From an optimization exercise on the open Yosys and OpenROAD flow, aimed at small area; shortcuts taken in it are not production practice. The RTL was checked by simulation tests, not by an equivalence proof against the original design. The clock port is modelled as an ideal driver, which makes a skipped or thinned clock tree look cheaper than it is; a real chip needs a root buffer or a tree. Power and IR drop assume default switching activity.

**flow/config.mk**
```make
export PLATFORM = sky130hd
export DESIGN_NAME = Controller_top
export DESIGN_NICKNAME = Controller_top
export VERILOG_FILES = /design/flow/design.v
export SDC_FILE = /design/flow/constraint.sdc
export NUM_CORES = 4
export LEC_CHECK = 0
export CAP_MARGIN = 20
export CORE_MARGIN = 2
export CORE_UTILIZATION = 40
export SLEW_MARGIN = 20
```
**flow/constraint.sdc**
```tcl
create_clock -name core_clock -period 12.0 [get_ports {clk}]
set_input_delay 2.4000 -clock core_clock [delete_from_list [all_inputs] [get_ports {clk}]]
set_output_delay 2.4000 -clock core_clock [all_outputs]
set_load 0.01 [all_outputs]
```
**flow/design.v**
```verilog
`timescale 1ns / 1ps
`timescale 1ns / 1ps
`timescale 1ns / 1ps
`timescale 1ns / 1ps
`timescale 1ns / 1ps
module Controller_top(
    input  logic clk,
    input  logic rst,
    output logic TRIGGER,
    input  logic ECHO,
    output logic PWM_out
);
    logic s1, e;
    always_ff @(posedge clk) begin
        s1 <= ECHO;
        e  <= s1;
    end
    localparam logic [1:0] TRIG = 2'b00, WAIT = 2'b01, MEAS = 2'b11, DONE = 2'b10;
    logic [1:0]  st;
    logic [21:0] T;
    logic [1:0]  X;
    logic [4:0]  D;
    logic [3:0]  p;
    logic [4:0]  g;
    wire t_idle = ~T[4] & ~T[6] & ~T[8] & ~T[16] & ~T[19] & ~T[20];    
    wire t_trig = T[0] & ~T[1] & ~T[4] & T[5] & T[7] & T[10] & ~T[21];    
    wire t_wait = T[0] & T[1] & ~T[2] & T[4] & ~T[6] & ~T[8] & T[9] & ~T[10] & ~T[11] & T[13] & ~T[14] & T[15] & T[16] & T[17] & T[18] & T[19] & T[20] & X[0] & ~X[1];    
    wire r_end = ~T[0] & ~T[1] & ~T[2] & T[5] & ~T[6] & T[7] & ~T[8] & T[9] & T[10];    
    wire dt_end = T[16] & ~T[17] & T[18] & ~T[19] & ~T[21] & ~X[0] & ~X[1];    
    wire p_end = ~p[0] & ~p[2] & p[3];    
    always_ff @(posedge clk) begin
        if (rst) st <= TRIG;
        else case (st)
            TRIG: if (t_trig) st <= WAIT;
            WAIT: if (e) st <= MEAS; else if (t_wait) st <= TRIG;
            MEAS: if (!e) st <= DONE;
            DONE: if (dt_end) st <= TRIG;
        endcase
    end
    wire        counting = st[1];
    wire [4:0]  q        = T[15:11];
    wire        adv      = e | !counting;
    wire        q_stop   = counting & (q == 5'd0);
    wire [15:0] rq_n     = r_end ? {q_stop ? q : q - 5'd1, 10'd0, q[0]}
                                 : {q, T[9:0], ~(T[10] ^ T[8])};
    wire [7:0]  u_n      = {X[0], T[21:16], ~(X[1] ^ T[21] ^ T[20] ^ T[19])};
    always_ff @(posedge clk) begin
        if (rst || (st == WAIT && !e && t_wait))
            {X, T} <= 24'h000000;
        else if (st == DONE && dt_end)
            {X, T} <= 24'h010001;
        else begin
            {X, T[21:16]} <= (st == MEAS) ? 8'd0 : u_n;
            if (st == WAIT && e) T[15:0] <= {5'd23, 11'h376};
            else if (adv)        T[15:0] <= rq_n;
        end
    end
    always_ff @(posedge clk) begin
        if (rst) D <= 5'd0;
        else if (st == DONE) D <= q;
    end
    wire last5 = (g == 5'd4) || (g == 5'd9) || (g == 5'd14) || (g == 5'd19);
    logic [3:0] p_n;
    logic [4:0] g_n;
    always_comb begin
        if (rst) begin
            p_n = 4'd1; g_n = 5'd0;
        end else if (p_end) begin
            p_n = {3'd0, last5};
            g_n = (g == 5'd19) ? 5'd0 : g + 5'd1;
        end else begin
            p_n = {p[2:0], ~(p[3] ^ p[2])};
            g_n = g;
        end
    end
    logic x, pwm;
    always_ff @(posedge clk) begin
        p   <= p_n;
        g   <= g_n;
        x   <= (g_n < D);
        pwm <= !rst & x;
    end
    assign PWM_out = pwm;
    assign TRIGGER = !rst & (st == TRIG) & !t_idle;
endmodule
```
**flow/flow/run.sh**
```bash
#!/bin/bash
# Layout flow: the standard flow (standard.sh) with these changes:
#  - synthesis maps the logic with an area-oriented ABC script
#    (flow/abc_area.script) and without Yosys's full/half-adder extraction;
#    the rest of the synthesis (registers, flattening, renaming) is the standard flow's own;
#  - clock tree: after TritonCTS (no dummy loads), flow/post_cts.tcl rebuilds it
#    as 2 sky130_fd_sc_hd__clkbuf_16 buffers driven by the clock port, one per register cluster;
#  - port buffers are buf_1 cells.
# Each step's full output goes to its own log file here.
set -euo pipefail
rm -rf scripts_synth
cp -r "$FLOW_HOME/scripts" scripts_synth
cp flow/abc_area.script scripts_synth/abc_area.script
bash standard.sh SCRIPTS_DIR="$PWD/scripts_synth" ABC_AREA=1 ADDER_MAP_FILE= synth > synth.log 2>&1
export CLK_TREE_K=2 CLK_TREE_CELL=sky130_fd_sc_hd__clkbuf_16
bash standard.sh "CTS_ARGS=-sink_clustering_enable -repair_clock_nets -dont_use_dummy_load -buf_list sky130_fd_sc_hd__clkbuf_8 -root_buf sky130_fd_sc_hd__clkbuf_8" \
  "POST_CTS_TCL=$PWD/flow/post_cts.tcl" "BUFFER_PORTS_ARGS=-buffer_cell sky130_fd_sc_hd__buf_1"  > layout.log 2>&1
```
**flow/flow/abc_area.script**
```
strash
&get -n
&fraig -x
&put
scorr
dc2
strash
&get -n
&dch -f
&nf -R 1000 -a
&put
strash
&get -n
&synch2
&nf -R 1000 -a
&put
strash
&get -n
&dc2
&dch -f
&nf -R 1000 -a
&put
strash
&get -n
&synch2
&nf -R 1000 -a
&put
strash
&get -n
&dc2
&dch -f
&nf -R 1000 -a
&put
strash
&get -n
&synch2
&nf -R 1000 -a
&put
strash
&get -n
&dc2
&dch -f
&nf -R 1000 -a
&put
strash
&get -n
&synch2
&nf -R 1000 -a
&put
strash
&get -n
&dc2
&dch -f
&nf -R 1000 -a
&put
topo
```
**flow/flow/post_cts.tcl**
```tcl
# Clock tree rebuilt after TritonCTS: the clock port drives CLK_TREE_K buffers
# (CLK_TREE_CELL) directly, each feeding one cluster of registers (k-means on
# register positions), so every register sees the clock through exactly one
# buffer of the same type. TritonCTS's own buffers are removed first.
set ct_k    $::env(CLK_TREE_K)
set ct_cell $::env(CLK_TREE_CELL)
set block [ord::get_db_block]
set clk_net [[$block findBTerm clk] getNet]

# 1. remove TritonCTS's buffers: move their loads back onto their input net
set again 1
while {$again} {
  set again 0
  foreach inst [$block getInsts] {
    set mname [[$inst getMaster] getName]
    if {[string match "sky130_fd_sc_hd__clkbuf_*" $mname] && [string match "clkbuf_*" [$inst getName]]} {
      set out [[$inst findITerm X] getNet]
      set in  [[$inst findITerm A] getNet]
      set iname [$inst getName]
      foreach it [$out getITerms] {
        if {[[$it getInst] getName] ne $iname} {
          $it disconnect
          $it connect $in
        }
      }
      odb::dbInst_destroy $inst
      odb::dbNet_destroy $out
      set again 1
      break
    }
  }
}

# 2. cluster the register clock pins
set pts {}
foreach it [$clk_net getITerms] {
  set inst [$it getInst]
  set bb [$inst getBBox]
  set x [expr {([$bb xMin] + [$bb xMax]) / 2.0}]
  set y [expr {([$bb yMin] + [$bb yMax]) / 2.0}]
  lappend pts [list "[$inst getName]/[[$it getMTerm] getName]" $x $y]
}
puts "post_cts: [llength $pts] clock sinks, $ct_k clusters of $ct_cell"
set pts [lsort -real -index 1 $pts]
set n [llength $pts]
set cent {}
for {set k 0} {$k < $ct_k} {incr k} {
  set p [lindex $pts [expr {int(($k + 0.5) * $n / $ct_k)}]]
  lappend cent [list [lindex $p 1] [lindex $p 2]]
}
for {set iter 0} {$iter < 50} {incr iter} {
  set groups {}
  for {set k 0} {$k < $ct_k} {incr k} { lappend groups {} }
  foreach p $pts {
    set best 0; set bd 1e30
    for {set k 0} {$k < $ct_k} {incr k} {
      set c [lindex $cent $k]
      set d [expr {abs([lindex $p 1] - [lindex $c 0]) + abs([lindex $p 2] - [lindex $c 1])}]
      if {$d < $bd} { set bd $d; set best $k }
    }
    lset groups $best [concat [lindex $groups $best] [list $p]]
  }
  set cent {}
  foreach g $groups {
    set sx 0; set sy 0
    foreach p $g { set sx [expr {$sx + [lindex $p 1]}]; set sy [expr {$sy + [lindex $p 2]}] }
    set m [llength $g]
    if {$m == 0} { lappend cent {0 0} } else { lappend cent [list [expr {$sx / $m}] [expr {$sy / $m}]] }
  }
}

# 3. one buffer per cluster, at its centroid
set dbu [$block getDbUnitsPerMicron]
for {set k 0} {$k < $ct_k} {incr k} {
  set g [lindex $groups $k]
  if {[llength $g] == 0} { continue }
  set pins {}
  foreach p $g { lappend pins [get_pins [lindex $p 0]] }
  set c [lindex $cent $k]
  puts "post_cts: cluster $k: [llength $g] sinks at [expr {[lindex $c 0] / $dbu}] [expr {[lindex $c 1] / $dbu}]"
  insert_buffer -buffer_cell $ct_cell -net [get_nets [$clk_net getName]] -load_pins $pins \
    -location [list [expr {[lindex $c 0] / $dbu}] [expr {[lindex $c 1] / $dbu}]] \
    -buffer_name clkbuf_leaf_$k -net_name clknet_leaf_$k
}
foreach net [$block getNets] {
  if {[string match "clknet_leaf_*" [$net getName]]} { $net setSigType CLOCK }
}
detailed_placement
check_placement -verbose
estimate_parasitics -placement
report_clock_skew
```
**flow/standard.sh**
```bash
#!/bin/bash
# synth_recipe.tcl (not shown) runs the flow's synth.tcl, then flattens the netlist and writes it again
# the make line also repeats each setting of config.mk as NAME=value (left out here)
make -C /OpenROAD-flow-scripts/flow DESIGN_CONFIG=/design/flow/config.mk WORK_HOME=/design/flow/orfs CLKGATE_MAP_FILE= SYNTH_SCRIPT=/design/flow/synth_recipe.tcl "${@:-finish}"
```
==> results of run 1 <==
## worst max path at each step
stage / startpoint / endpoint / slack, ns / cells past startpoint
3_3_place_gp: rst / TRIGGER / 6.31 / 3
5_1_grt: rst / TRIGGER / 6.10 / 3
3_5_place_dp: rst / TRIGGER / 6.26 / 3
2_1_floorplan: rst / TRIGGER / 6.61 / 1
6_report: rst / TRIGGER / 6.29 / 3
## flip-flops by register name (all words and copies together), names as in the netlist
register and count:
T 22, D 5, g 5, p 4
X 2, st 2, e 1, pwm 1
s1 1, x 1
## power groups by stage
| stage | registers, mW | logic (mW) | clock network, mW |
|---|---|---|---|
| 2_1_floorplan | 0.154 | 0.00507 | 0 |
| 3_3_place_gp | 0.154 | 0.00727 | 0 |
| 3_5_place_dp | 0.155 | 0.00732 | 0 |
| 5_1_grt | 0.152 | 0.00852 | 0.0734 |
| 6_report | 0.151 | 0.00739 | 0.0657 |
## cells by family after synthesis
kind of cell	synth area share
simple gates	0.271
flops	0.507
compound gates	0.139
xor+xnor	0.0302
buf+inv	0.0130
mux	0.0230
fa+ha+maj	0.0173
## per-stage QoR
step | power, mW | hold slack, ns | std cells
finish | 0.224 | 0.350 | 251
global route | 0.234 | 0.356 | 251
detailed placement | 0.162 | 0.315 | 249
global placement | 0.162 | 0.314 | 249
floorplan | 0.159 | 0.310 | 195
## layer usage
metal / part of all wire / routed length [µm] / vias up
met1: 0.44 / 1510 / 658
met5: 0 / 0 / -
met3: 0.079 / 274 / 5
met2: 0.47 / 1640 / 70
li1: - / - / 706
met4: 0.014 / 48 / 0
## critical path: stages
cell and delay [ns]:
buf_1 0.31, a2111oi_0 0.40, buf_1 0.19
## synth_stat cells, drive strengths merged (3+ instances only)
cell and number:
dfxtp 44, nor2 28, nand2 16, a21oi 12, and2 9, nor2b 7
o21ai 7, clkinv 6, nand3 6, nor3 6, nand2b 5, nor4 5
xnor2 5, a221oi 4, mux2i 4, maj3 3, nand4 3, o22ai 3
## layout by cell type (no fill, tap or decap), types with 6 or more instances in the layout
| cell | synthesis | final |
|---|---|---|
| nor2_1 | 28 | 28 |
| and2_0 | 9 | 9 |
| clkinv_1 | 6 | 6 |
| nor2b_1 | 7 | 7 |
| nand2_1 | 16 | 16 |
| nand3_1 | 6 | 6 |
| dfxtp_1 | 44 | 44 |
| a21oi_1 | 12 | 12 |
| o21ai_0 | 7 | 7 |
| nor3_1 | 6 | 6 |
## area by class of cell, without the clock buffers
class                   instances  area (µm²)  area share
inverters                       6        22.5      0.0121
multi-input cells             145         835       0.447
flip-flops and latches         44         881       0.472
well taps                      50        62.6      0.0335
repair buffers                  4        15.0     0.00805
==> summary.txt, run 1 <==
Area leader, netlist: dfxtp_1
Port bufs: 4
Hold worst-path end: e$_DFF_P_
Peak supply drop: 79.4 µV
Clock latency (worst-skew pair): 0.16 ns
Grt met1 use: 0.244
Final WL: 3470 µm
Global placement routability congestion: 0.808
Max-cap viol count: 0
Die height: 69.9 µm
Setup total negative slack: 0 ns
Layout cell share with drive strength beyond 1: 0.00995
Via count: 1439
Internal power: 0.182 mW
Critical Path RT: 9.60 ns
Hold Path Depth: 0
Status: no timing/DRC/antenna violations
Psw: 0.0419 mW
Drt wl/cell: 13.8 µm
Crit share post-route: 0.476
Worst setup SP type: primary input
Hold_sp: s1$_DFF_P_
Logic pwr share: 0.033
Final Hold Vio Count: 0
FFs w/ async S/R, synth: 0
Area after DPL: 1820 µm²
Sequential Power Share: 0.674
Seq/Total Area, Yosys: 0.507
DRC Markers: 0
Most area-consuming cells after synthesis: dfxtp_1 51%, nor2_1 6.0%, a21oi_1 3.5%
Synth Flop Type: dfxtp_1
First drt pass iteration count: 7
CP arrival: 3.31 ns
FMAX: 0.175 GHz
Flops & latches, synth: 44
Pre-CTS WS: 6.26 ns
Met3 Use GR: 0.0202
Worst R2R Start: p[3]$_SDFF_PP0_
# IOs: 5
Synthesized net count: 198
Die width: 69.9 µm
Setup ws final: 6.29 ns
Initial antenna violation count: 0
R2r setup slk: 9.36 ns
Worst Max-Slew Pin Slew: 0.746 ns
Core Util, Final: 0.457
DRT antenna net count: 0
Max-slew violation count: 0
Final setup vio count: 0
Busiest grt layer: met2
Clk pwr share: 0.293
RSZ-0062 raised after global routing: false
Final nets: 206
Largest fanout on the critical path: 18
Global-route wire length before repair: 5970 µm
Number of synthesized flops with an enable pin: 0
Synth Warn #: 1
Critical setup path kind: in2out
Clk_skew: 0.0257 ns
Post-route cell area: 1870 µm²
P per Cell Area: 120 nW/µm²
Initial Utilization: 0.425
Clk sinks: 44
Mapped Cells: 195
Global Route Usage Sum: 0.173
Avg Cell Area, Syn: 8.91 µm²
Number of global-route vias before repair: 1336
Min-Delay Path Class: reg2reg
CTS clock-pin slew for the worst setup and hold paths: 0.10 ns
Sw Ratio: 0.187
# rows: 23
Fillers: 421
Antenna Cells: 0
Core area: 4090 µm²
Synth top area share: 0.507
HPWL after detailed placement: 2510 µm
Minimum clock period: 5.71 ns
R2R cell count: 7
Slew Limit Headroom: 0.503
DR iter-0 viols: 155
GR met2 Demand/Resource: 0.280
Reg-to-Reg End: x$_DFF_P_
Combined area of all synthesized cells: 1740 µm²
Vias per cell: 5.73
LEAKAGE: 0.639 nW
GRT overflow: 0
Largest net degree at the start of global routing: 28
CP Capture Type: output pin
Syn-to-layout area delta: 7.34%
Distinct cells, synth: 34
Die ar.: 4890 µm²
==> run 2, diff against run 1 <==
--- a/flow/design.v
+++ b/flow/design.v
@@ -22,11 +22,11 @@
     logic [4:0]  D;
     logic [3:0]  p;
     logic [4:0]  g;
-    wire t_idle = ~T[4] & ~T[6] & ~T[8] & ~T[16] & ~T[19] & ~T[20];    
-    wire t_trig = T[0] & ~T[1] & ~T[4] & T[5] & T[7] & T[10] & ~T[21];    
-    wire t_wait = T[0] & T[1] & ~T[2] & T[4] & ~T[6] & ~T[8] & T[9] & ~T[10] & ~T[11] & T[13] & ~T[14] & T[15] & T[16] & T[17] & T[18] & T[19] & T[20] & X[0] & ~X[1];    
+    wire t_idle = ~T[0] & ~T[1] & ~T[5] & ~T[7] & ~T[9] & ~T[16] & ~T[21];    
+    wire t_trig = ~T[3] & ~T[4] & T[7] & T[10] & T[21] & X[1];    
+    wire t_wait = T[0] & T[1] & ~T[2] & T[4] & ~T[6] & T[7] & ~T[8] & T[9] & ~T[10] & ~T[11] & ~T[12] & ~T[14] & T[15] & ~T[17] & ~T[18] & ~T[19] & T[20] & T[21] & X[0] & X[1];    
     wire r_end = ~T[0] & ~T[1] & ~T[2] & T[5] & ~T[6] & T[7] & ~T[8] & T[9] & T[10];    
-    wire dt_end = T[16] & ~T[17] & T[18] & ~T[19] & ~T[21] & ~X[0] & ~X[1];    
+    wire dt_end = T[16] & T[17] & ~T[18] & ~T[19] & T[20] & ~T[21] & X[0] & X[1];    
     wire p_end = ~p[0] & ~p[2] & p[3];    
     always_ff @(posedge clk) begin
         if (rst) st <= TRIG;
@@ -43,7 +43,7 @@
     wire        q_stop   = counting & (q == 5'd0);
     wire [15:0] rq_n     = r_end ? {q_stop ? q : q - 5'd1, 10'd0, q[0]}
                                  : {q, T[9:0], ~(T[10] ^ T[8])};
-    wire [7:0]  u_n      = {X[0], T[21:16], ~(X[1] ^ T[21] ^ T[20] ^ T[19])};
+    wire [7:0]  u_n      = {X[0], T[21:16], ~(X[1] ^ T[20])};
     always_ff @(posedge clk) begin
         if (rst || (st == WAIT && !e && t_wait))
             {X, T} <= 24'h000000;
@@ -60,24 +60,18 @@
         else if (st == DONE) D <= q;
     end
     wire last5 = (g == 5'd4) || (g == 5'd9) || (g == 5'd14) || (g == 5'd19);
-    logic [3:0] p_n;
-    logic [4:0] g_n;
-    always_comb begin
-        if (rst) begin
-            p_n = 4'd1; g_n = 5'd0;
-        end else if (p_end) begin
-            p_n = {3'd0, last5};
-            g_n = (g == 5'd19) ? 5'd0 : g + 5'd1;
-        end else begin
-            p_n = {p[2:0], ~(p[3] ^ p[2])};
-            g_n = g;
-        end
-    end
     logic x, pwm;
     always_ff @(posedge clk) begin
-        p   <= p_n;
-        g   <= g_n;
-        x   <= (g_n < D);
+        if (rst) begin
+            p <= 4'h3;    
+            g <= 5'd0;
+        end else if (p_end) begin
+            p <= {3'd0, last5};
+            g <= (g == 5'd19) ? 5'd0 : g + 5'd1;
+        end else begin
+            p <= {p[2:0], ~(p[3] ^ p[2])};
+        end
+        x   <= rst ? (D != 5'd0) : (g < D);
         pwm <= !rst & x;
     end
     assign PWM_out = pwm;
==> flow/flow/run.sh (replaced) <==
#!/bin/bash
# Layout flow: the standard flow (standard.sh) with these changes:
#  - synthesis: the standard flow's own synthesis script, but the logic is mapped with
#    area-oriented ABC scripts (flow/abc_*.script, each tried in turn; the
#    smallest netlist is kept) and without Yosys's full/half-adder extraction.
#    Registers, flattening and renaming are untouched;
#  - clock tree: after TritonCTS (no dummy loads), flow/post_cts.tcl rebuilds it
#    as 2 sky130_fd_sc_hd__clkbuf_16 buffers driven by the clock port, one per register cluster;
#  - port buffers are buf_1 cells.
# Each step's full output goes to its own log file here.
set -euo pipefail
rm -rf scripts_synth
cp -r "$FLOW_HOME/scripts" scripts_synth
best=""; best_area=""
for s in flow/abc_*.script; do
  name=$(basename "$s" .script)
  cp "$s" scripts_synth/abc_area.script
  rm -rf orfs
  if bash standard.sh SCRIPTS_DIR="$PWD/scripts_synth" ABC_AREA=1 ADDER_MAP_FILE= synth > "synth_$name.log" 2>&1; then
    area=$(grep "Chip area" orfs/reports/*/Controller_top/base/synth_stat.txt | awk '{print $NF}')
    echo "$name $area" >> synth_areas.log
    if [ -z "$best" ] || awk "BEGIN {exit !($area < $best_area)}"; then
      rm -rf orfs_best; mv orfs orfs_best; best=$name; best_area=$area
    fi
  fi
done
echo "chosen $best $best_area" >> synth_areas.log
rm -rf orfs; mv orfs_best orfs
export CLK_TREE_K=2 CLK_TREE_CELL=sky130_fd_sc_hd__clkbuf_16
bash standard.sh "CTS_ARGS=-sink_clustering_enable -repair_clock_nets -dont_use_dummy_load -buf_list sky130_fd_sc_hd__clkbuf_8 -root_buf sky130_fd_sc_hd__clkbuf_8" \
  "POST_CTS_TCL=$PWD/flow/post_cts.tcl" "BUFFER_PORTS_ARGS=-buffer_cell sky130_fd_sc_hd__buf_1"  > layout.log 2>&1
==> flow/flow/abc_g_a4.script (new file) <==
strash
&get -n
&fraig -x
&put
scorr
dc2
strash
&get -n
&dch -f
&nf -R 1000 -a
&put
strash
&get -n
&synch2
&nf -R 1000 -a
&put
strash
&get -n
&synch2
&nf -R 1000 -a
&put
strash
&get -n
&synch2
&nf -R 1000 -a
&put
strash
&get -n
&synch2
&nf -R 1000 -a
&put
topo
==> flow/flow/abc_g_c2.script (new file) <==
strash
&get -n
&fraig -x
&put
scorr
dc2
strash
&get -n
&dch -f
&nf -R 1000 -a
&put
strash
&get -n
&synch2
&nf -R 1000 -a
&put
strash
&get -n
&dc2
&dch -f
&nf -R 1000 -a
&put
strash
&get -n
&synch2
&nf -R 1000 -a
&put
strash
&get -n
&dc2
&dch -f
&nf -R 1000 -a
&put
topo
==> flow/flow/abc_g_c4.script (new file) <==
strash
&get -n
&fraig -x
&put
scorr
dc2
strash
&get -n
&dch -f
&nf -R 1000 -a
&put
strash
&get -n
&synch2
&nf -R 1000 -a
&put
strash
&get -n
&dc2
&dch -f
&nf -R 1000 -a
&put
strash
&get -n
&synch2
&nf -R 1000 -a
&put
strash
&get -n
&dc2
&dch -f
&nf -R 1000 -a
&put
strash
&get -n
&synch2
&nf -R 1000 -a
&put
strash
&get -n
&dc2
&dch -f
&nf -R 1000 -a
&put
strash
&get -n
&synch2
&nf -R 1000 -a
&put
strash
&get -n
&dc2
&dch -f
&nf -R 1000 -a
&put
topo
==> flow/flow/abc_g_c6.script (new file) <==
strash
&get -n
&fraig -x
&put
scorr
dc2
strash
&get -n
&dch -f
&nf -R 1000 -a
&put
strash
&get -n
&synch2
&nf -R 1000 -a
&put
strash
&get -n
&dc2
&dch -f
&nf -R 1000 -a
&put
strash
&get -n
&synch2
&nf -R 1000 -a
&put
strash
&get -n
&dc2
&dch -f
&nf -R 1000 -a
&put
strash
&get -n
&synch2
&nf -R 1000 -a
&put
strash
&get -n
&dc2
&dch -f
&nf -R 1000 -a
&put
strash
&get -n
&synch2
&nf -R 1000 -a
&put
strash
&get -n
&dc2
&dch -f
&nf -R 1000 -a
&put
strash
&get -n
&synch2
&nf -R 1000 -a
&put
strash
&get -n
&dc2
&dch -f
&nf -R 1000 -a
&put
strash
&get -n
&synch2
&nf -R 1000 -a
&put
strash
&get -n
&dc2
&dch -f
&nf -R 1000 -a
&put
topo
==> flow/flow/abc_s10.script (new file) <==
strash
&get -n
&fraig -x
&put
scorr
dc2
strash
&get -n
&dch -f
&nf -R 1000 -a
&put
strash
&get -n
&synch2
&nf -R 1000 -a
&put
strash
&get -n
&synch2
&nf -R 1000 -a
&put
topo
==> flow/flow/abc_s13.script (new file) <==
strash
&get -n
&fraig -x
&put
scorr
dc2
strash
&get -n
&dch -f
&nf -R 1000 -a
&put
strash
&get -n
&synch2
&nf -R 1000 -a
&put
strash
&get -n
&synch2
&nf -R 1000 -a
&put
strash
&get -n
&dc2
&dch -f
&nf -R 1000 -a
&put
strash
&get -n
&synch2
&nf -R 1000 -a
&put
topo
removed: flow/flow/abc_area.script
==> run 2 against run 1 <==
Effect of this change: critical path type unchanged; synthesized area fell by 1.6%; critical endpoint unchanged; highest routed layer unchanged; largest cell class unchanged; sequential power barely moved; sequential share of layout area rose by 0.51 points; still clean on timing, DRC and antenna.
==> summary.txt, run 2 <==
RSZ-0062 raised after global routing: false
Core area: 4060 µm² (-0.70%)
Die ar.: 4810 µm² (-1.5%)
Layout cell share with drive strength beyond 1: 0.0149 (+0.00498)
CTS clock-pin slew for the worst setup and hold paths: 0.09 ns (about the same)
Critical Path RT: 9.60 ns (about the same)
CP arrival: 3.16 ns (-0.15 ns)
Synth Flop Type: dfxtp_1
Number of synthesized flops with an enable pin: 0 (unchanged)
Max-cap viol count: 0 (unchanged)
# rows: 23 (unchanged)
Area after DPL: 1800 µm² (-1.1%)
Top-count cell post-synth: dfxtp_1
Pre-CTS WS: 6.45 ns (+0.183 ns)
Die width: 69.4 µm (-0.75%)
Syn-to-layout area delta: 7.90%
Area leader, netlist: dfxtp_1
Flops & latches, synth: 44 (unchanged)
Critical setup path kind: in2out
Peak supply drop: 95.9 µV (+21%)
Die height: 69.4 µm (-0.75%)
Port bufs: 4 (unchanged)
Most frequent cells in the layout: 44 x dfxtp_1, 28 x nand2_1, 19 x a21oi_1
Crit share post-route: 0.463 (-0.0123)
Most frequent cells after synthesis: 44 x dfxtp_1, 28 x nand2_1, 19 x a21oi_1
DR iter-0 viols: 104 (-33%)
Drt wl/cell: 14.0 µm (+1.4%)
GRT overflow: 0 (unchanged)
Number of flip-flops in the largest register: 22 (unchanged)
Distinct cells, synth: 33 (-2.9%)
Status: no timing/DRC/antenna violations
CP Capture Type: output pin
Final setup vio count: 0 (unchanged)
FMAX: 0.180 GHz (+2.7%)
Final nets: 206 (unchanged)
Global placement routability congestion: 0.804 (-0.42%)
LEAKAGE: 0.619 nW (-3.1%)
Clk_skew: 0.00778 ns (-0.0180 ns)
Min-Delay Path Class: reg2reg
Combined area of all synthesized cells: 1710 µm² (-1.6%)
Setup ws final: 6.44 ns (+0.148 ns)
FFs w/ async S/R, synth: 0 (unchanged)
Leading registers by flop count: T x22, D x5, g x5
Number of global-route vias before repair: 1386 (+3.7%)
DRC Markers: 0 (unchanged)
Power consumption: 0.226 mW (+0.75%)
Synth top area share: 0.515 (+0.00816)
P per Cell Area: 122 nW/µm² (+1.8%)
Final WL: 3520 µm (+1.4%)
Seq/Total Area, Yosys: 0.515 (+0.00816)
Clock latency (worst-skew pair): 0.15 ns (about the same)
Antenna Cells: 0 (unchanged)
Global-route wire length before repair: 6070 µm (+1.7%)
Largest fanout on the critical path: 21 (+3)
First drt pass iteration count: 8 (+1)
Slew Limit Headroom: 0.540 (+0.0368)
Post-route cell area: 1850 µm² (-1.1%)
Biggest register: T
Global Route Usage Sum: 0.175 (+0.00225)
HPWL after detailed placement: 2370 µm (-5.5%)
Setup total negative slack: 0 ns (unchanged)
Largest net degree at the start of global routing: 24 (-14%)
Avg Cell Area, Syn: 8.82 µm² (-1.1%)
Clk sinks: 44 (unchanged)
Most common cell after layout, fill and taps aside: dfxtp_1
DRT antenna net count: 0 (unchanged)
Worst setup SP type: primary input
Core Util, Final: 0.455 (-0.00170)
Final Hold Vio Count: 0 (unchanged)
Minimum clock period: 5.56 ns (-0.148 ns)
Mapped Cells: 194 (-0.51%)
Vias per cell: 5.82 (+1.5%)
Initial Utilization: 0.422 (-0.00377)
# IOs: 5 (unchanged)
Most area-consuming cells after synthesis: dfxtp_1 51%, nand2_1 6.1%, a21oi_1 5.6%
Worst Max-Slew Pin Slew: 0.690 ns (-0.0552 ns)
Max-slew violation count: 0 (unchanged)
Synthesized net count: 197 (-0.51%)
Synth Warn #: 1 (unchanged)
Via count: 1460 (+1.5%)
Initial antenna violation count: 0 (unchanged)
## run 2: cell count changes in the layout (fill, tap and decap cells not counted), sizes merged, moves of 3 or more
cell / before / now
a21oi: 12 / 19
a221oi: 4 / 0
a31oi: 2 / 6
mux2i: 4 / 0
nand2: 16 / 28
nand3: 6 / 9
nor2: 28 / 15
o21ai: 7 / 4
xor2: 1 / 4
## run 2: layout make-up, without the clock buffers
type / count / area, µm²
Fill cell: 417 / 2210
Sequential cell: 44 / 881
Multi-Input combinational cell: 145 / 811
Tap cell: 50 / 62.6
Timing Repair Buffer: 5 / 22.5
Inverter: 5 / 18.8
## run 2: worst max-delay path, stage by stage
cell,delay (ns)
buf_1,0.07
buf_4,0.20
nor4_1,0.30
buf_1,0.19
## run 2: final timing paths
path | cells past startpoint | end | slack (ns) | startpoint
worst min register to register | 0 | e$_DFF_P_ | 0.33 | s1$_DFF_P_
worst max register to register | 8 | T[18]$_SDFF_PP0_ | 9.74 | T[2]$_SDFFE_PP0P_
worst max-delay path | 4 | TRIGGER | 6.44 | rst
worst min-delay path | 0 | e$_DFF_P_ | 0.33 | s1$_DFF_P_
## run 2: cells by family after synthesis
family / after synthesis / share of synthesized area
AND/OR/NAND/NOR: 94 / 0.277
buffers and inverters: 5 / 0.0110
XOR/XNOR: 7 / 0.0358
flip-flops: 44 / 0.515
adder cells (fa/ha/maj): 3 / 0.0176
AO/OA/AOI/OAI: 41 / 0.143
## run 2: routing by layer
metal	vias to the layer above	track usage	part of all wire
met5	-	0	0
met3	12	0.0262	0.052
met1	687	0.242	0.46
li1	714	-	-
met4	0	0.0392	0.016
met2	47	0.290	0.47
## run 2: stage by stage
step	hold WS, ns	instances
finish	0.334	251
global route	0.348	251
detailed placement	0.316	249
global placement	0.313	249
floorplan	0.310	194
## run 2: power breakdown
group | internal, mW | switching, mW
clock | 0.0304 | 0.0361
combinational | 0.00325 | 0.00463
sequential | 0.149 | 0.00238
total | 0.183 | 0.0431
==> run 3, diff against run 2 <==
==> flow/flow/abc_h1.script (new file) <==
strash
&get -n
&fraig -x
&put
scorr
dc2
strash
&get -n
&dch -f
&nf -R 1000 -a -F 4 -A 4
&put
strash
&get -n
&synch2
&nf -R 1000 -a -F 4 -A 4
&put
strash
&get -n
&dc2
&dch -f
&nf -R 1000 -a -F 4 -A 4
&put
strash
&get -n
&synch2
&nf -R 1000 -a -F 4 -A 4
&put
strash
&get -n
&dc2
&dch -f
&nf -R 1000 -a -F 4 -A 4
&put
strash
&get -n
&synch2
&nf -R 1000 -a -F 4 -A 4
&put
strash
&get -n
&dc2
&dch -f
&nf -R 1000 -a -F 4 -A 4
&put
strash
&get -n
&synch2
&nf -R 1000 -a -F 4 -A 4
&put
strash
&get -n
&dc2
&dch -f
&nf -R 1000 -a -F 4 -A 4
&put
topo
==> flow/flow/abc_h3.script (new file) <==
strash
&get -n
&fraig -x
&put
scorr
dc2
strash
&get -n
&dch -f
&nf -R 1000 -a -F 8 -A 8 -C 16
&put
strash
&get -n
&synch2
&nf -R 1000 -a -F 8 -A 8 -C 16
&put
strash
&get -n
&dc2
&dch -f
&nf -R 1000 -a -F 8 -A 8 -C 16
&put
strash
&get -n
&synch2
&nf -R 1000 -a -F 8 -A 8 -C 16
&put
strash
&get -n
&dc2
&dch -f
&nf -R 1000 -a -F 8 -A 8 -C 16
&put
strash
&get -n
&synch2
&nf -R 1000 -a -F 8 -A 8 -C 16
&put
strash
&get -n
&dc2
&dch -f
&nf -R 1000 -a -F 8 -A 8 -C 16
&put
topo
==> flow/flow/abc_h5.script (new file) <==
strash
&get -n
&fraig -x
&put
scorr
dc2
strash
&get -n
&dch -f
&nf -R 1000 -a -F 4 -A 4
&put
strash
&get -n
&synch2
&nf -R 1000 -a -F 4 -A 4
&put
strash
&get -n
&dc2
&dch -f
&nf -R 1000 -a -F 4 -A 4
&put
strash
&get -n
&synch2
&nf -R 1000 -a -F 4 -A 4
&put
strash
&get -n
&dc2
&dch -f
&nf -R 1000 -a -F 4 -A 4
&put
topo
==> flow/flow/abc_h6.script (new file) <==
strash
&get -n
&fraig -x
&put
scorr
dc2
strash
&get -n
&dch -f
&nf -R 1000 -a -F 8 -A 8 -C 16
&put
strash
&get -n
&synch2
&nf -R 1000 -a -F 8 -A 8 -C 16
&put
strash
&get -n
&dc2
&dch -f
&nf -R 1000 -a -F 8 -A 8 -C 16
&put
strash
&get -n
&synch2
&nf -R 1000 -a -F 8 -A 8 -C 16
&put
strash
&get -n
&dc2
&dch -f
&nf -R 1000 -a -F 8 -A 8 -C 16
&put
strash
&get -n
&synch2
&nf -R 1000 -a -F 8 -A 8 -C 16
&put
strash
&get -n
&dc2
&dch -f
&nf -R 1000 -a -F 8 -A 8 -C 16
&put
strash
&get -n
&synch2
&nf -R 1000 -a -F 8 -A 8 -C 16
&put
strash
&get -n
&dc2
&dch -f
&nf -R 1000 -a -F 8 -A 8 -C 16
&put
strash
&get -n
&synch2
&nf -R 1000 -a -F 8 -A 8 -C 16
&put
strash
&get -n
&dc2
&dch -f
&nf -R 1000 -a -F 8 -A 8 -C 16
&put
topo
==> flow/flow/abc_h8.script (new file) <==
strash
&get -n
&fraig -x
&put
scorr
dc2
strash
&get -n
&dch -f
&nf -R 1000 -a -F 16 -A 16 -C 16
&put
strash
&get -n
&synch2
&nf -R 1000 -a -F 16 -A 16 -C 16
&put
strash
&get -n
&dc2
&dch -f
&nf -R 1000 -a -F 16 -A 16 -C 16
&put
strash
&get -n
&synch2
&nf -R 1000 -a -F 16 -A 16 -C 16
&put
strash
&get -n
&dc2
&dch -f
&nf -R 1000 -a -F 16 -A 16 -C 16
&put
strash
&get -n
&synch2
&nf -R 1000 -a -F 16 -A 16 -C 16
&put
strash
&get -n
&dc2
&dch -f
&nf -R 1000 -a -F 16 -A 16 -C 16
&put
topo
removed: flow/flow/abc_g_a4.script
removed: flow/flow/abc_g_c6.script
removed: flow/flow/abc_s13.script
==> run 3 against run 2 <==
Effect of this change: sequential share of layout area rose by 0.62 points; synthesized area shrank 0.95%; sequential power barely moved; largest cell class unchanged; final area decreased by 1.3%; worst hold slack worse by 0.0030 ns; critical endpoint unchanged.
==> summary.txt, run 3 <==
Status: no timing/DRC/antenna violations
CP Launch Point: rst
Max-slew violation count: 0 (unchanged)
R2R cell count: 5 (-3)
Vias per cell: 5.76 (-0.89%)
Synthesized net count: 198 (+0.51%)
Fin cells: 251 (unchanged)
Post-Synth Simple-Gate Area: 0.272 (-0.00546)
Area leader, netlist: dfxtp_1
DRC Markers: 0 (unchanged)
Global-route wire length before repair: 6080 µm (about the same)
DR iter-0 viols: 180 (+73%)
CP Cell Sequence: buf_1 -> a2111oi_0 -> buf_1
Delay-heaviest family, CP: buffers and inverters
Synth Area in Compound Gates: 0.171 (+0.0272)
Worst setup SP type: primary input
Max-cap viol count: 0 (unchanged)
Multi-input gate area: 795 µm² (-2.0%)
Drt wl/cell: 13.8 µm (-1.8%)
R2r setup slk: 9.82 ns (+0.08 ns)
Number of synthesized flops with an enable pin: 0 (unchanged)
Slew Limit Headroom: 0.450 (-0.0899)
RSZ-0062 raised after global routing: false
Clk sinks: 44 (unchanged)
Critical path buffers and inverters: 2 (-1)
Minimum clock period: 5.77 ns (+0.205 ns)
Most frequent cells in the layout: 44 x dfxtp_1, 27 x nand2_1, 25 x a21oi_1
Synth top area share: 0.520 (+0.00494)
HPWL after detailed placement: 2450 µm (+3.2%)
Global placement routability congestion: 0.874 (+8.7%)
Min-Delay Path Class: reg2reg
Met3 Use GR: 0.0263 (+0.000153)
Setup ws final: 6.23 ns (-0.205 ns)
FFs w/ async S/R, synth: 0 (unchanged)
Antenna Cells: 0 (unchanged)
Worst path max stage delay: 0.42 ns (+0.12 ns)
Mux contribution to synthesized area: 0 (unchanged)
Clk_skew: 0.00966 ns (+0.00188 ns)
Top-count cell post-synth: dfxtp_1
Top cell by count, worst path: buf_1
Grt met1 use: 0.268 (+0.0262)
Distinct cells, synth: 30 (-9.1%)
LEAKAGE: 0.624 nW (+0.83%)
Final Hold Slack: 0.331 ns (-0.00296 ns)
Slowest-stage cell, CP: a2111oi_0
Via count: 1447 (-0.89%)
Crit share post-route: 0.480 (+0.0171)
Crit path to: TRIGGER
# rows: 23 (unchanged)
Largest fanout on the critical path: 21 (unchanged)
Core Util, Final: 0.452 (-0.00265)
Die width: 69.1 µm (-0.45%)
Synth Flop Type: dfxtp_1
GR met2 Demand/Resource: 0.272 (-0.0171)
Initial antenna violation count: 0 (unchanged)
Flops & latches, synth: 44 (unchanged)
Largest net degree at the start of global routing: 24 (unchanged)
Fillers: 409 (-1.9%)
Most frequent cells after synthesis: 44 x dfxtp_1, 27 x nand2_1, 25 x a21oi_1
P per Cell Area: 123 nW/µm² (+0.56%)
Seq/Total Area, Yosys: 0.520 (+0.00494)
Die ar.: 4770 µm² (-0.89%)
Most common cell after layout, fill and taps aside: dfxtp_1
DRT antenna net count: 0 (unchanged)
Biggest register: T
Mapped Cells: 195 (+0.52%)
First drt pass iteration count: 6 (-2)
Final WL: 3460 µm (-1.8%)
Pre-CTS WS: 6.24 ns (-0.210 ns)
Syn-to-layout area delta: 7.53%
FMAX: 0.173 GHz (-3.6%)
Core area: 4030 µm² (-0.71%)
Power consumption: 0.224 mW (-0.74%)
Avg Cell Area, Syn: 8.69 µm² (-1.5%)
Combined area of all synthesized cells: 1690 µm² (-0.95%)
Final Hold Vio Count: 0 (unchanged)
Main combinational cell family by area after synthesis: simple AND/OR/NAND/NOR gates
Critical setup path kind: in2out
Area after DPL: 1770 µm² (-1.3%)
Busiest grt layer: met2
Synth Area in XOR/XNOR: 0.0207 (-0.0152)
Register Area: 881 µm² (unchanged)
Peak supply drop: 62.4 µV (-35%)
Post-route cell area: 1820 µm² (-1.3%)
Number of global-route vias before repair: 1325 (-4.4%)
Synth Warn #: 1 (unchanged)
Reg-to-Reg End: T[15]$_SDFFE_PP0P_
Final setup vio count: 0 (unchanged)
Most area-consuming cells after synthesis: dfxtp_1 52%, a21oi_1 7.4%, nand2_1 6.0%
CP Capture Type: output pin
Final nets: 206 (unchanged)
Layout cell share with drive strength beyond 1: 0.00995 (-0.00498)
Worst Max-Slew Pin Slew: 0.825 ns (+0.135 ns)
Number of flip-flops in the largest register: 22 (unchanged)
Die height: 69.1 µm (-0.45%)
Crit. path cell count: 3 (-1)
Clock latency (worst-skew pair): 0.15 ns (about the same)
CTS clock-pin slew for the worst setup and hold paths: 0.08 ns (about the same)
# IOs: 5 (unchanged)
Global Route Usage Sum: 0.179 (+0.00405)
Worst R2R Start: T[9]$_SDFFE_PP0P_
CP arrival: 3.37 ns (+0.21 ns)
Leading registers by flop count: T x22, D x5, g x5
Adder-cell share of the synthesized area: 0.00591 (-0.0116)
Critical Path RT: 9.60 ns (about the same)
Initial Utilization: 0.420 (-0.00103)
Setup total negative slack: 0 ns (unchanged)
GRT overflow: 0 (unchanged)
Port bufs: 4 (unchanged)
Placed Instances: 249 (unchanged)
[run 3: cell count changes in the layout (fill, tap and decap cells not counted), sizes merged, moves of 4 or more]
cell | before | now
a21oi | 19 | 25
nor2 | 15 | 11
o21ai | 4 | 8
and3 | 2 | 9
and2 | 7 | 2
[run 3: how the worst min path moves through the flow]
| stage | from | end | slack [ns] | cells past startpoint |
|---|---|---|---|---|
| after floorplan | s1$_DFF_P_ | e$_DFF_P_ | 0.31 | 0 |
| after global placement | s1$_DFF_P_ | e$_DFF_P_ | 0.32 | 0 |
| after detailed placement | s1$_DFF_P_ | e$_DFF_P_ | 0.31 | 0 |
| after global routing | s1$_DFF_P_ | e$_DFF_P_ | 0.35 | 0 |
| final | s1$_DFF_P_ | e$_DFF_P_ | 0.33 | 0 |
[run 3: per-layer routing]
layer / vias to the layer above / part of all wire
met1: 676 / 0.44
met2: 48 / 0.49
met4: 0 / 0.011
met5: - / 0
met3: 2 / 0.060
li1: 721 / -
[run 3: layout make-up, without the clock buffers]
class / instances / area share
multi-input combinational: 146 / 0.436
inverter: 5 / 0.0103
timing repair buffer: 4 / 0.00824
tap: 50 / 0.0343
sequential: 44 / 0.484
[run 3: cells by family (layout without fill, tap and decap cells)]
family	Yosys count	count (layout)
AOI/OAI and AO/OA	50	50
xor gates and xnor gates	4	4
adders and majority gates	1	1
buffers and inverters	5	11
DFF	44	44
and+or+nand+nor	91	91
[run 3: where the power goes]
part	switching [mW]	internal (mW)	leakage, nW
logic	0.00408	0.00258	0.241
clock network	0.0361	0.0304	0.0246
registers	0.00225	0.149	0.358
total	0.0424	0.182	0.624
==> run 4, diff against run 3 <==
--- a/flow/flow/run.sh
+++ b/flow/flow/run.sh
@@ -5,7 +5,7 @@
 #    smallest netlist is kept) and without Yosys's full/half-adder extraction.
 #    Registers, flattening and renaming are untouched;
 #  - clock tree: after TritonCTS (no dummy loads), flow/post_cts.tcl rebuilds it
-#    as 2 sky130_fd_sc_hd__clkbuf_16 buffers driven by the clock port, one per register cluster;
+#    as 2 sky130_fd_sc_hd__buf_12 buffers driven by the clock port, one per register cluster;
 #  - port buffers are buf_1 cells.
 # Each step's full output goes to its own log file here.
 set -euo pipefail
@@ -26,6 +26,6 @@
 done
 echo "chosen $best $best_area" >> synth_areas.log
 rm -rf orfs; mv orfs_best orfs
-export CLK_TREE_K=2 CLK_TREE_CELL=sky130_fd_sc_hd__clkbuf_16
+export CLK_TREE_K=2 CLK_TREE_CELL=sky130_fd_sc_hd__buf_12
 bash standard.sh "CTS_ARGS=-sink_clustering_enable -repair_clock_nets -dont_use_dummy_load -buf_list sky130_fd_sc_hd__clkbuf_8 -root_buf sky130_fd_sc_hd__clkbuf_8" \
   "POST_CTS_TCL=$PWD/flow/post_cts.tcl" "BUFFER_PORTS_ARGS=-buffer_cell sky130_fd_sc_hd__buf_1"  > layout.log 2>&1
==> flow/flow/abc_r1.script (new file) <==
strash
&get -n
&fraig -x
&put
scorr
dc2
strash
&get -n
&dch -f
&nf -R 1000 -a -F 12 -A 12 -C 20
&put
strash
&get -n
&b
&dch -f
&nf -R 1000 -a -F 12 -A 12 -C 20
&put
strash
&get -n
&synch2
&nf -R 1000 -a -F 12 -A 12 -C 20
&put
strash
&get -n
&dc2
&dch -f
&nf -R 1000 -a -F 12 -A 12 -C 20
&put
strash
&get -n
&b
&dch -f
&nf -R 1000 -a -F 12 -A 12 -C 20
&put
strash
&get -n
&dc2
&dch -f
&nf -R 1000 -a -F 12 -A 12 -C 20
&put
strash
&get -n
&synch2
&nf -R 1000 -a -F 12 -A 12 -C 20
&put
strash
&get -n
&dc2
&dch -f
&nf -R 1000 -a -F 12 -A 12 -C 20
&put
topo
==> flow/flow/abc_r2.script (new file) <==
strash
&get -n
&fraig -x
&put
scorr
dc2
strash
&get -n
&dch -f
&nf -R 1000 -a -F 4 -A 4
&put
strash
&get -n
&syn2
&dch -f
&nf -R 1000 -a -F 4 -A 4
&put
strash
&get -n
&syn2
&dch -f
&nf -R 1000 -a -F 4 -A 4
&put
strash
&get -n
&dc2
&dch -f
&nf -R 1000 -a -F 4 -A 4
&put
strash
&get -n
&dc2
&dch -f
&nf -R 1000 -a -F 4 -A 4
&put
strash
&get -n
&syn2
&dch -f
&nf -R 1000 -a -F 4 -A 4
&put
strash
&get -n
&syn2
&dch -f
&nf -R 1000 -a -F 4 -A 4
&put
strash
&get -n
&b
&dch -f
&nf -R 1000 -a -F 4 -A 4
&put
topo
==> flow/flow/abc_r3.script (new file) <==
strash
&get -n
&fraig -x
&put
scorr
dc2
strash
&get -n
&dch -f
&nf -R 1000 -a -C 16
&put
strash
&get -n
&syn2
&dch -f
&nf -R 1000 -a -C 16
&put
strash
&get -n
&dc2
&dch -f
&nf -R 1000 -a -C 16
&put
strash
&get -n
&synch2
&nf -R 1000 -a -C 16
&put
strash
&get -n
&synch2
&nf -R 1000 -a -C 16
&put
strash
&get -n
&b
&dch -f
&nf -R 1000 -a -C 16
&put
strash
&get -n
&synch2
&nf -R 1000 -a -C 16
&put
topo
==> flow/flow/abc_r4.script (new file) <==
strash
&get -n
&fraig -x
&put
scorr
dc2
strash
&get -n
&dch -f
&nf -R 1000 -a -F 8 -A 8 -C 16
&put
strash
&get -n
&synch2
&nf -R 1000 -a -F 8 -A 8 -C 16
&put
strash
&get -n
&b
&dch -f
&nf -R 1000 -a -F 8 -A 8 -C 16
&put
strash
&get -n
&b
&dch -f
&nf -R 1000 -a -F 8 -A 8 -C 16
&put
strash
&get -n
&synch2
&nf -R 1000 -a -F 8 -A 8 -C 16
&put
strash
&get -n
&synch2
&nf -R 1000 -a -F 8 -A 8 -C 16
&put
strash
&get -n
&b
&dch -f
&nf -R 1000 -a -F 8 -A 8 -C 16
&put
strash
&get -n
&synch2
&nf -R 1000 -a -F 8 -A 8 -C 16
&put
topo
removed: flow/flow/abc_g_c2.script
removed: flow/flow/abc_g_c4.script
removed: flow/flow/abc_h1.script
removed: flow/flow/abc_h5.script
==> run 4 against run 3 <==
Effect of this change: register-to-register slack lost 0.54 ns; worst hold slack better by 0.00064 ns; largest power group unchanged; combinational power decreased by 2%; clock skew fell by 0.0038 ns; synthesized cell count fell by 5.1%; critical path depth stayed put; still clean on timing, DRC and antenna; synthesized area shrank 1.5%; wire length fell by 0.78%.
==> summary.txt, run 4 <==
Max-cap viol count: 0 (unchanged)
Distinct cells, synth: 33 (+10%)
Core area: 4000 µm² (-0.71%)
Die ar.: 4710 µm² (-1.4%)
Final nets: 196 (-4.9%)
Number of flip-flops in the largest register: 22 (unchanged)
Most area-consuming cells after synthesis: dfxtp_1 53%, a21oi_1 5.1%, nor2_1 4.5%
Worst Max-Slew Pin Slew: 0.822 ns (-0.00375 ns)
Slew Limit Headroom: 0.452 (+0.00250)
First drt pass iteration count: 5 (-1)
Power consumption: 0.219 mW (-2.3%)
Most common cell after layout, fill and taps aside: dfxtp_1
Final WL: 3430 µm (-0.78%)
CP Capture Type: output pin
Via count: 1407 (-2.8%)
Fillers: 396 (-3.2%)
Synthesized net count: 188 (-5.1%)
Crit share post-route: 0.478 (-0.00293)
FFs w/ async S/R, synth: 0 (unchanged)
Busiest grt layer: met2
Global Route Usage Sum: 0.191 (+0.0115)
Grt met1 use: 0.260 (-0.00845)
Largest fanout on the critical path: 19 (-9.5%)
Most frequent cells after synthesis: 44 x dfxtp_1, 20 x nor2_1, 17 x a21oi_1, 17 x nand2_1, 9 x o21ai_0
Combined area of all synthesized cells: 1670 µm² (-1.5%)
RSZ-0062 raised after global routing: false
Synth top area share: 0.528 (+0.00780)
Area after DPL: 1750 µm² (-1.4%)
Min-Delay Path Class: reg2reg
Setup total negative slack: 0 ns (unchanged)
Setup ws final: 6.27 ns (+0.0351 ns)
Number of synthesized flops with an enable pin: 0 (unchanged)
GRT overflow: 0 (unchanged)
Seq/Total Area, Yosys: 0.528 (+0.00780)
CP Cell Sequence: buf_1 -> a2111oi_0 -> buf_1
Synth Flop Type: dfxtp_1
Final setup vio count: 0 (unchanged)
Global placement routability congestion: 0.850 (-2.8%)
Met3 Use GR: 0.0308 (+0.00453)
Die width: 68.6 µm (-0.70%)
Global-route wire length before repair: 5840 µm (-3.8%)
Area leader, netlist: dfxtp_1
Biggest register: T
CTS clock-pin slew for the worst setup and hold paths: 0.08 ns (about the same)
LEAKAGE: 0.595 nW (-4.6%)
Max-slew violation count: 0 (unchanged)
Critical Path RT: 9.60 ns (about the same)
# IOs: 5 (unchanged)
Worst setup SP type: primary input
Core Util, Final: 0.447 (-0.00551)
CP arrival: 3.33 ns (-0.04 ns)
DRT antenna net count: 0 (unchanged)
Mapped Cells: 185 (-5.1%)
Die height: 68.6 µm (-0.70%)
Clk_skew: 0.00584 ns (-0.00382 ns)
Clock latency (worst-skew pair): 0.12 ns (-0.03 ns)
Initial antenna violation count: 0 (unchanged)
FMAX: 0.175 GHz (+0.61%)
Port bufs: 4 (unchanged)
Post-route cell area: 1790 µm² (-1.9%)
Synth Warn #: 1 (unchanged)
Flops & latches, synth: 44 (unchanged)
Number of global-route vias before repair: 1298 (-2.0%)
Syn-to-layout area delta: 7.05%
Initial Utilization: 0.417 (-0.00323)
Top cell by count, worst path: buf_1
Slowest-stage cell, CP: a2111oi_0
Final Hold Vio Count: 0 (unchanged)
Drt wl/cell: 14.2 µm (+3.3%)
# rows: 23 (unchanged)
Clk sinks: 44 (unchanged)
DRC Markers: 0 (unchanged)
Minimum clock period: 5.73 ns (-0.0351 ns)
Leading registers by flop count: T x22, D x5, g x5
HPWL after detailed placement: 2410 µm (-1.6%)
Avg Cell Area, Syn: 9.02 µm² (+3.8%)
Largest net degree at the start of global routing: 23 (-4.2%)
Antenna Cells: 0 (unchanged)
DR iter-0 viols: 168 (-6.7%)
Pre-CTS WS: 6.28 ns (+0.0449 ns)
GR met2 Demand/Resource: 0.319 (+0.0461)
Status: no timing/DRC/antenna violations
Peak supply drop: 79.5 µV (+27%)
Layout cell share with drive strength beyond 1: 0.0105 (+0.000521)
P per Cell Area: 123 nW/µm² (-0.37%)
Vias per cell: 5.84 (+1.3%)
Most frequent cells in the layout: 44 x dfxtp_1, 20 x nor2_1, 17 x nand2_1, 17 x a21oi_1, 9 x o21ai_0
Critical setup path kind: in2out
Top-count cell post-synth: dfxtp_1
Worst path max stage delay: 0.39 ns (-0.03 ns)
## run 4: cell types whose count changed in the layout (fill, tap and decap cells not counted), sizes merged, moves of 3 or more
| cell | before | now |
|---|---|---|
| a21oi | 25 | 17 |
| and2 | 2 | 8 |
| and3 | 9 | 2 |
| nand2 | 27 | 17 |
| nand4 | 4 | 1 |
| nand4b | 0 | 3 |
| nor2 | 11 | 20 |
## run 4: per-layer routing
metal  share of wire  routed length [µm]
met1            0.45                1540
met2            0.48                1640
met3           0.061                 208
met5               0                   0
met4           0.014                  48
## run 4: final timing paths
path / from / endpoint / slack (ns) / cells past startpoint
worst max-delay path: rst / TRIGGER / 6.27 / 3
worst min-delay path: s1$_DFF_P_ / e$_DFF_P_ / 0.33 / 0
worst max register to register: T[2]$_SDFFE_PP0P_ / T[15]$_SDFFE_PP0P_ / 9.28 / 7
worst min register to register: s1$_DFF_P_ / e$_DFF_P_ / 0.33 / 0
## run 4: area by class of cell, without the clock buffers
cell class              count  area [µm²]  share of cell area
flip-flops and latches     44         881               0.493
multi-input cells         136         769               0.431
well taps                  50        62.6              0.0350
inverters                   5        18.8              0.0105
repair buffers              4        15.0             0.00840
## run 4: stage by stage
step / std cells / hold WS, ns
after floorplan: 185 / 0.310
after global placement: 239 / 0.318
after detailed placement: 239 / 0.312
after global routing: 241 / 0.338
final: 241 / 0.332
## run 4: critical path, delay by kind of cell
| family | cells | cell delay, ns |
|---|---|---|
| buffers and inverters | 2 | 0.54 |
| AO/OA/AOI/OAI | 1 | 0.39 |
## run 4: cells by family (layout without fill, tap and decap cells)
logic type / Yosys count / after routing / synth area share
buf+inv: 5 / 11 / 0.0112
simple gates: 83 / 83 / 0.255
xor+xnor: 4 / 4 / 0.0210
compound gates: 49 / 49 / 0.185
flops: 44 / 44 / 0.528
## run 4: power breakdown
| part | switching, mW | leakage (nW) | internal [mW] | total [mW] |
|---|---|---|---|---|
| logic | 0.00408 | 0.218 | 0.00246 | 0.00655 |
| clock network | 0.0342 | 0.0188 | 0.0271 | 0.0613 |
| registers | 0.00227 | 0.358 | 0.149 | 0.151 |

==> separate check: timing with driven ports <==
The results above use ideal ports. As a check the final layouts listed here were re-extracted and re-timed, cells and wires unchanged. Step 1: set_driving_cell puts a clkbuf_16 on clk and a buf_2 on each other input, an assumption about the parent block. Step 2 times the ports against the registers' clock, not the clock port: input delays grow and output delays shrink by t, the midpoint of the rising clock arrivals with the driver on. Slacks: ideal ports / drivers / drivers and shift; pairs: ideal ports / drivers.
| run | t, ns | setup slack, ns | worst setup path at the end | latest minus earliest clock arrival (ns) |
|---|---|---|---|---|
| run 1 | 0.190 | 6.292 / 6.271 / 6.271 | input to output | 0.026 / 0.026 |
| run 2 | 0.193 | 6.440 / 6.421 / 6.421 | input to output | 0.010 / 0.010 |
| run 3 | 0.194 | 6.234 / 6.213 / 6.213 | input to output | 0.009 / 0.009 |
| run 4 | 0.168 | 6.270 / 6.249 / 6.249 | input to output | 0.006 / 0.006 |
After both steps every run listed still meets setup and hold.
